This is an optimization exercise on Yosys and OpenROAD, whose aim is small area, not a production implementation.
Only simulation tests tie the RTL to the original design; equivalence was not proved.
Power figures rest on the tool's default switching activity, not on a simulated workload.

**flow/run.sh**
```bash
#!/bin/bash
# synth_recipe.tcl (not shown) runs the flow's synth.tcl, then flattens the netlist and writes it again
# the make line also repeats each setting of config.mk as NAME=value (left out here)
make -C /OpenROAD-flow-scripts/flow DESIGN_CONFIG=/design/flow/config.mk WORK_HOME=/design/flow/orfs CLKGATE_MAP_FILE= SYNTH_SCRIPT=/design/flow/synth_recipe.tcl finish
```
**flow/config.mk**
```make
export PLATFORM = sky130hd
export DESIGN_NAME = FIR_Filter
export DESIGN_NICKNAME = FIR_Filter
export VERILOG_FILES = /design/flow/design.v
export SDC_FILE = /design/flow/constraint.sdc
export NUM_CORES = 4
export LEC_CHECK = 0
export ABC_AREA = 1
export CAP_MARGIN = 20
export CORE_MARGIN = 2
export CORE_UTILIZATION = 65
export SLEW_MARGIN = 20
```
**flow/constraint.sdc**
```tcl
create_clock -name core_clock -period 50.0 [get_ports {S_AXI_ACLK}]
set_input_delay 10.0000 -clock core_clock [delete_from_list [all_inputs] [get_ports {S_AXI_ACLK}]]
set_output_delay 10.0000 -clock core_clock [all_outputs]
set_load 0.01 [all_outputs]
```
**flow/design.v**
```verilog
module Axi4LiteSupporter (
    input       S_AXI_ACLK,
    input       S_AXI_ARESETN,
    input       S_AXI_AWVALID,
    input       S_AXI_WVALID,
    input       S_AXI_BREADY,
    input       S_AXI_ARVALID,
    input       S_AXI_RREADY,
    output      wr,
    output      rd,
    output      S_AXI_AWREADY,
    output      S_AXI_WREADY,
    output      S_AXI_BVALID,
    output      S_AXI_ARREADY,
    output      S_AXI_RVALID
    );
    reg rd1;
    assign wr = ~rd1 & S_AXI_AWVALID & S_AXI_WVALID & S_AXI_BREADY;
    assign rd = ~rd1 & S_AXI_ARVALID;
    assign S_AXI_AWREADY = wr;
    assign S_AXI_WREADY  = wr;
    assign S_AXI_BVALID  = wr;
    assign S_AXI_ARREADY = rd;
    assign S_AXI_RVALID  = rd1;
    always @(posedge S_AXI_ACLK) begin
        if (!S_AXI_ARESETN)
            rd1 <= 1'b0;
        else if (rd1)
            rd1 <= ~S_AXI_RREADY;
        else
            rd1 <= S_AXI_ARVALID;
    end
endmodule
module FIR_Filter #(parameter C_S_AXI_ADDR_WIDTH = 6, C_S_AXI_DATA_WIDTH = 32, TAP_WIDTH=16)
    (
    input       S_AXI_ACLK,
    input       S_AXI_ARESETN,
    input       [C_S_AXI_ADDR_WIDTH-1:0] S_AXI_AWADDR,
    input       S_AXI_AWVALID,
    output      S_AXI_AWREADY,
    input       [C_S_AXI_DATA_WIDTH-1:0] S_AXI_WDATA,
    input       [3:0] S_AXI_WSTRB,
    input       S_AXI_WVALID,
    output      S_AXI_WREADY,
    output      [1:0] S_AXI_BRESP,
    output      S_AXI_BVALID,
    input       S_AXI_BREADY,
    input       [C_S_AXI_ADDR_WIDTH-1:0] S_AXI_ARADDR,
    input       S_AXI_ARVALID,
    output      S_AXI_ARREADY,
    output      [C_S_AXI_DATA_WIDTH-1:0] S_AXI_RDATA,
    output      [1:0] S_AXI_RRESP,
    output      S_AXI_RVALID,
    input       S_AXI_RREADY,
    input       signed [15:0] attenInput0,
    input       signed [15:0] attenInput1,
    input       signed [15:0] attenInput2,
    input       signed [15:0] attenInput3,
    input       signed [15:0] attenInput4,
    input       signed [15:0] attenInput5,
    input       signed [15:0] attenInput6,
    input       signed [15:0] attenInput7,
    input       signed [15:0] attenInput8,
    input       signed [15:0] attenInput9,
    input       signed [15:0] attenInput10,
    input       signed [15:0] attenInput11,
    input       signed [15:0] attenInput12
    );
    wire wr, rd;
    Axi4LiteSupporter bus (
        .S_AXI_ACLK(S_AXI_ACLK),
        .S_AXI_ARESETN(S_AXI_ARESETN),
        .S_AXI_AWVALID(S_AXI_AWVALID),
        .S_AXI_WVALID(S_AXI_WVALID),
        .S_AXI_BREADY(S_AXI_BREADY),
        .S_AXI_ARVALID(S_AXI_ARVALID),
        .S_AXI_RREADY(S_AXI_RREADY),
        .wr(wr),
        .rd(rd),
        .S_AXI_AWREADY(S_AXI_AWREADY),
        .S_AXI_WREADY(S_AXI_WREADY),
        .S_AXI_BVALID(S_AXI_BVALID),
        .S_AXI_ARREADY(S_AXI_ARREADY),
        .S_AXI_RVALID(S_AXI_RVALID)
    );
    assign S_AXI_BRESP = 2'b00;
    assign S_AXI_RRESP = 2'b00;
    reg        busy;             
    reg [1:0]  phase;            
    localparam PRE = 2'd0, MAC = 2'd1, GAIN = 2'd2;
    reg [3:0]  cnt;              
    reg [3:0]  band;
    reg        ch;
    reg [3:0]  nm1;              
    reg signed [30:0] acc;       
    reg signed [29:0] r;         
    reg        doneQ;
    wire idle_wr   = wr & ~busy;
    wire addr_hi0  = (S_AXI_AWADDR[5:2] == 4'd0);
    wire wr_ntaps  = idle_wr & addr_hi0 & (S_AXI_AWADDR[1:0] == 2'd0);
    wire wr_tap    = idle_wr & addr_hi0 & (S_AXI_AWADDR[1:0] == 2'd1);
    wire wr_sample = idle_wr & addr_hi0 & S_AXI_AWADDR[1];
    wire done_now  = ~busy & ~wr_sample;
    wire pre_rot = busy & (phase == PRE) & (cnt != 4'd15);
    wire in_mac  = busy & (phase == MAC);
    wire in_gain = busy & (phase == GAIN);
    reg [15:0] tr [0:12][0:15];
    integer f, i;
    always @(posedge S_AXI_ACLK) begin
        for (f = 0; f < 13; f = f + 1) begin
            if (pre_rot | (in_mac & (band == f)) | (wr_tap & (S_AXI_WDATA[31:28] == f))) begin
                for (i = 0; i < 15; i = i + 1)
                    tr[f][i] <= tr[f][i+1];
                tr[f][15] <= wr_tap ? S_AXI_WDATA[15:0] : tr[f][0];
            end
        end
    end
    reg [15:0] hist [0:1][0:15];
    integer c;
    always @(posedge S_AXI_ACLK) begin
        for (c = 0; c < 2; c = c + 1) begin
            if (wr_sample & (S_AXI_AWADDR[0] == c)) begin
                hist[c][0] <= S_AXI_WDATA[15:0];
                for (i = 1; i < 16; i = i + 1)
                    hist[c][i] <= hist[c][i-1];
            end
        end
    end
    reg [15:0] head, gain_sel;
    always @* begin
        head = tr[0][0];
        for (f = 1; f < 13; f = f + 1)
            if (band == f) head = tr[f][0];
        case (band)
            4'd0:  gain_sel = attenInput0;
            4'd1:  gain_sel = attenInput1;
            4'd2:  gain_sel = attenInput2;
            4'd3:  gain_sel = attenInput3;
            4'd4:  gain_sel = attenInput4;
            4'd5:  gain_sel = attenInput5;
            4'd6:  gain_sel = attenInput6;
            4'd7:  gain_sel = attenInput7;
            4'd8:  gain_sel = attenInput8;
            4'd9:  gain_sel = attenInput9;
            4'd10: gain_sel = attenInput10;
            4'd11: gain_sel = attenInput11;
            default: gain_sel = attenInput12;
        endcase
    end
    wire [15:0] xs = hist[ch][cnt];
    wire signed [15:0] opa = in_gain ? acc[30:15] : xs;
    wire signed [15:0] opb = in_gain ? gain_sel : head;
    wire signed [31:0] prod = opa * opb;
    wire [30:0] addend = in_gain ? {1'b0, r} : acc;
    wire [30:0] sum = addend + prod[30:0];
    always @(posedge S_AXI_ACLK) begin
        if (!S_AXI_ARESETN) begin
            busy <= 1'b0;
            r <= 30'd0;
        end else begin
            if (wr_ntaps)
                nm1 <= S_AXI_WDATA[3:0] - 4'd1;
            if (wr_sample) begin
                busy  <= 1'b1;
                phase <= PRE;
                cnt   <= nm1;
                band  <= 4'd0;
                ch    <= S_AXI_AWADDR[0];
                acc   <= 31'h4000;
                r     <= 30'h2000;
            end
            if (busy) begin
                case (phase)
                    PRE: begin
                        if (cnt == 4'd15) begin
                            phase <= MAC;
                            cnt <= 4'd0;
                        end else
                            cnt <= cnt + 4'd1;
                    end
                    MAC: begin
                        acc <= sum;
                        if (cnt == nm1) begin
                            phase <= GAIN;
                            cnt <= 4'd0;
                        end else
                            cnt <= cnt + 4'd1;
                    end
                    default: begin
                        r <= sum[29:0];
                        acc <= 31'h4000;
                        band <= band + 4'd1;
                        if (band == 4'd12)
                            busy <= 1'b0;
                        else
                            phase <= MAC;
                    end
                endcase
            end
        end
    end
    always @(posedge S_AXI_ACLK)
        if (rd) doneQ <= done_now;
    assign S_AXI_RDATA = {doneQ, 15'd0, r[29:14]};
endmodule
```
==> metrics.cfg <==
[global_route]
grtUsageTotal=0.2668
grt_pass1_wl_mm=420.2
grt.overflow.total=0
use_met2=0.3984
grt_pass1_vias=63970
use_met1=0.4064
grt_max_degree=179
busiest_layer=met1
antenna_found_initial=24
grt_use_met3=0.04701

[synthesis]
synthAdderAreaFrac=0.05015
synth_simple_gate_area_share=0.03745
synth-main-ff-cell=edfxtp_1
synth_cells=7470
synth.top_cell.area_share=0.8354
netlist_top_cells_area=edfxtp_1 (84%), fa_1 (4.1%), inv_1 (2.0%)
synth_compound_area_frac=0.04040
synth_edf_count=3887
synthArstFlopShare=0
ys_seq_elements=3919
synth_top_family_by_area=adder cells
syn_area_um2=139700
synthTopCellsByCount=edfxtp_1 (3887), inv_1 (746), nand2_1 (675)
yosysWarnings=4
avgSynthCellArea_um2=18.71
synth.most_common_cell=edfxtp_1
yosysUniqueCellTypes=64
synthMuxAreaShare=0
synth_top_area_cell=edfxtp_1
ys_seq_area_frac=0.8399
synth_xor_area_frac=0.002194

[min_path]
min_path_type=flip-flop to flip-flop

[detailed_routing]
firstDrtPassIters=6
wl_per_cell_um=26.29
via_count=65250
drc=0
postRouteAntennaNets=0
drtIter0Drc=7666
vias_per_cell=5.850
wirelength_mm=293.3

[floorplan]
io_pins=304
initial_utilization=0.6523
core_um2=214200
die_h_um=467.6
die_width_um=467.6
core.rowCount=170
dieArea_um2=218700

[clock_network]
clockBufferDepth=4
cts-root-buf=clkbuf_16
post_cts_buffers=0
clk_pin_slew_ps=60
cts-resized-gates=0
h-tree-depth=5
hold_buffers=0
cts_tree=done
clock_latency_ps=980
cts_buffers=378
cts.sinks=3919

[power]
pwr-share-clk=0.258
p_switching_mw=3.922
seqPwrFrac=0.335
switching_share=0.3675
cellPowerDensity_nw_per_um2=67.59
vdd_drop_max_uv=354.8
power.leakage_nw=53.80
power_mw=10.67
p_int_mw=6.751
pwr-share-comb=0.408

[timing]
holdWs_ps=376.1
timing.setup.tns_ps=0
max_freq_mhz=46.10
finalMaxSlewViolations=0
layout_setup_ws_ps=28310
hold_viol_final=0
period_needed_ps=21690
relSlewSlack=0.1511
setup_viol=0
worstMarginPinSlew_ps=1273
skew_ps=108.5
rsz0062_at_grt=false
period_share=0.4339

[worst_setup_path]
arrival_ps=11690
critPathKind=input pin to output pin
slowest_stage=clkdlybuf4s50_1
crit_required_ps=40000
cp_cell_sequence=clkdlybuf4s50_1, nand2_1, nor2_1, clkdlybuf4s50_1
crit_top_cell=clkdlybuf4s50_1
crit_family=buffers and inverters
critPathBufInv=2
cp_max_fo=5
critPathCaptureType=output pin
start_kind=input pin
cpPeakStageDelay_ps=670

[final_layout]
drive_gt1_frac=0.09288
utilization=0.7372
fin_nets=8663
syn2layout_area_growth_pct=13.01

[outcome]
status=no timing/DRC/antenna violations

[placement]
gp_congestion=0.8992
port-buffer-count=262
pre_cts_ws_ps=28300
dp_hpwl_mm=178.9

[job]
maxCapViolCount=0

cell usage in the layout, fill, tap and decap left out, types with 93 or more instances in the layout:
cell	Yosys	routed
edfxtp_1	3887	3887
inv_1	746	745
nand2_1	675	667
o21ai_0	397	385
clkbuf_16	0	385
fa_1	285	285
clkdlybuf4s50_1	0	261
nand3_1	213	213
a21oi_1	196	196
nor2_1	141	138
ha_1	104	104
buf_4	53	93
sequential cells by signal, summed over array words and instances (netlist names):
register / count
tr: 3328
hist: 512
acc: 31
r: 30
band: 4
cnt: 4
nm1: 4
phase: 2
bus.rd1: 1
busy: 1
ch: 1
doneQ: 1
final cells by class:
type                    count  area, um^2
flip-flops and latches   3919      117400
fillers                 12430       56280
multi-input cells        2558       18490
clock buffers             455        9967
repair buffers            371        3615
well taps                2838        3551
inverters                 783        2945
clock inverters           215        1946
diodes                     15       37.54
power by group through the flow:
stage	Combinational (mW)	Clock [mW]	Sequential, mW
5_1_grt	4.93	2.92	3.57
3_5_place_dp	4.29	0	3.64
3_3_place_gp	4.29	0	3.64
2_1_floorplan	3.17	0	3.64
6_report	4.35	2.75	3.57
4_1_cts	4.34	2.81	3.57
worst paths after layout:
check                                     startpoint                    to  slack, ps  cells after the start
worst max-delay path                    S_AXI_BREADY          S_AXI_WREADY      28310                      4
worst min-delay path            tr[153][1]$_DFFE_PP_  tr[152][1]$_DFFE_PP_        380                      0
worst max register to register     band[1]$_DFFE_PP_     acc[30]$_DFFE_PP_      38970                     42
worst min register to register  tr[153][1]$_DFFE_PP_  tr[152][1]$_DFFE_PP_        380                      0
cells by family after synthesis:
logic type      after synthesis
compound gates              919
xor+xnor                     35
fa+ha+maj                   389
buf+inv                    1011
flops                      3919
other cells                   1
simple gates               1196
stage by stage:
| step | std cells | area (um^2) |
|---|---|---|
| detailed placement | 10470 | 145800 |
| floorplan | 7488 | 139800 |
| global placement | 10470 | 145800 |
| global route | 11150 | 157900 |
| CTS | 11140 | 157800 |
| finish | 11150 | 157900 |
routing by layer:
layer  routed length, um  up-vias
li1                    -    28700
met1              128400    33500
met2              135200     2536
met3               19350      500
met4               10130        8
met5                 169        -

port drivers added, routing unchanged:
The results above use ideal ports. As a check the final layout listed here was re-extracted and re-timed, cells and wires unchanged. Step 1 sets driving cells, clkbuf_16 on the clock port and buf_2 on the other inputs (assumed; they add their load-dependent delay and slew). Step 2 times the ports against the registers' clock, not the clock port: input delays grow and output delays shrink by t, the midpoint of the rising clock arrivals with the driver on. Three values: ideal, step 1, step 2; two values: the first two.
t (ns): 1.020
setup slack, ns: 28.306 / 28.266 / 28.266
hold WS [ns]: 0.376 / 0.376 / 0.376
slew at the worst register clock pin (ns): 0.07 / 0.07
After both steps this run still meets setup and hold. The setup slack of this run moves by -0.040 ns with the drivers and by -0.040 ns with both steps.
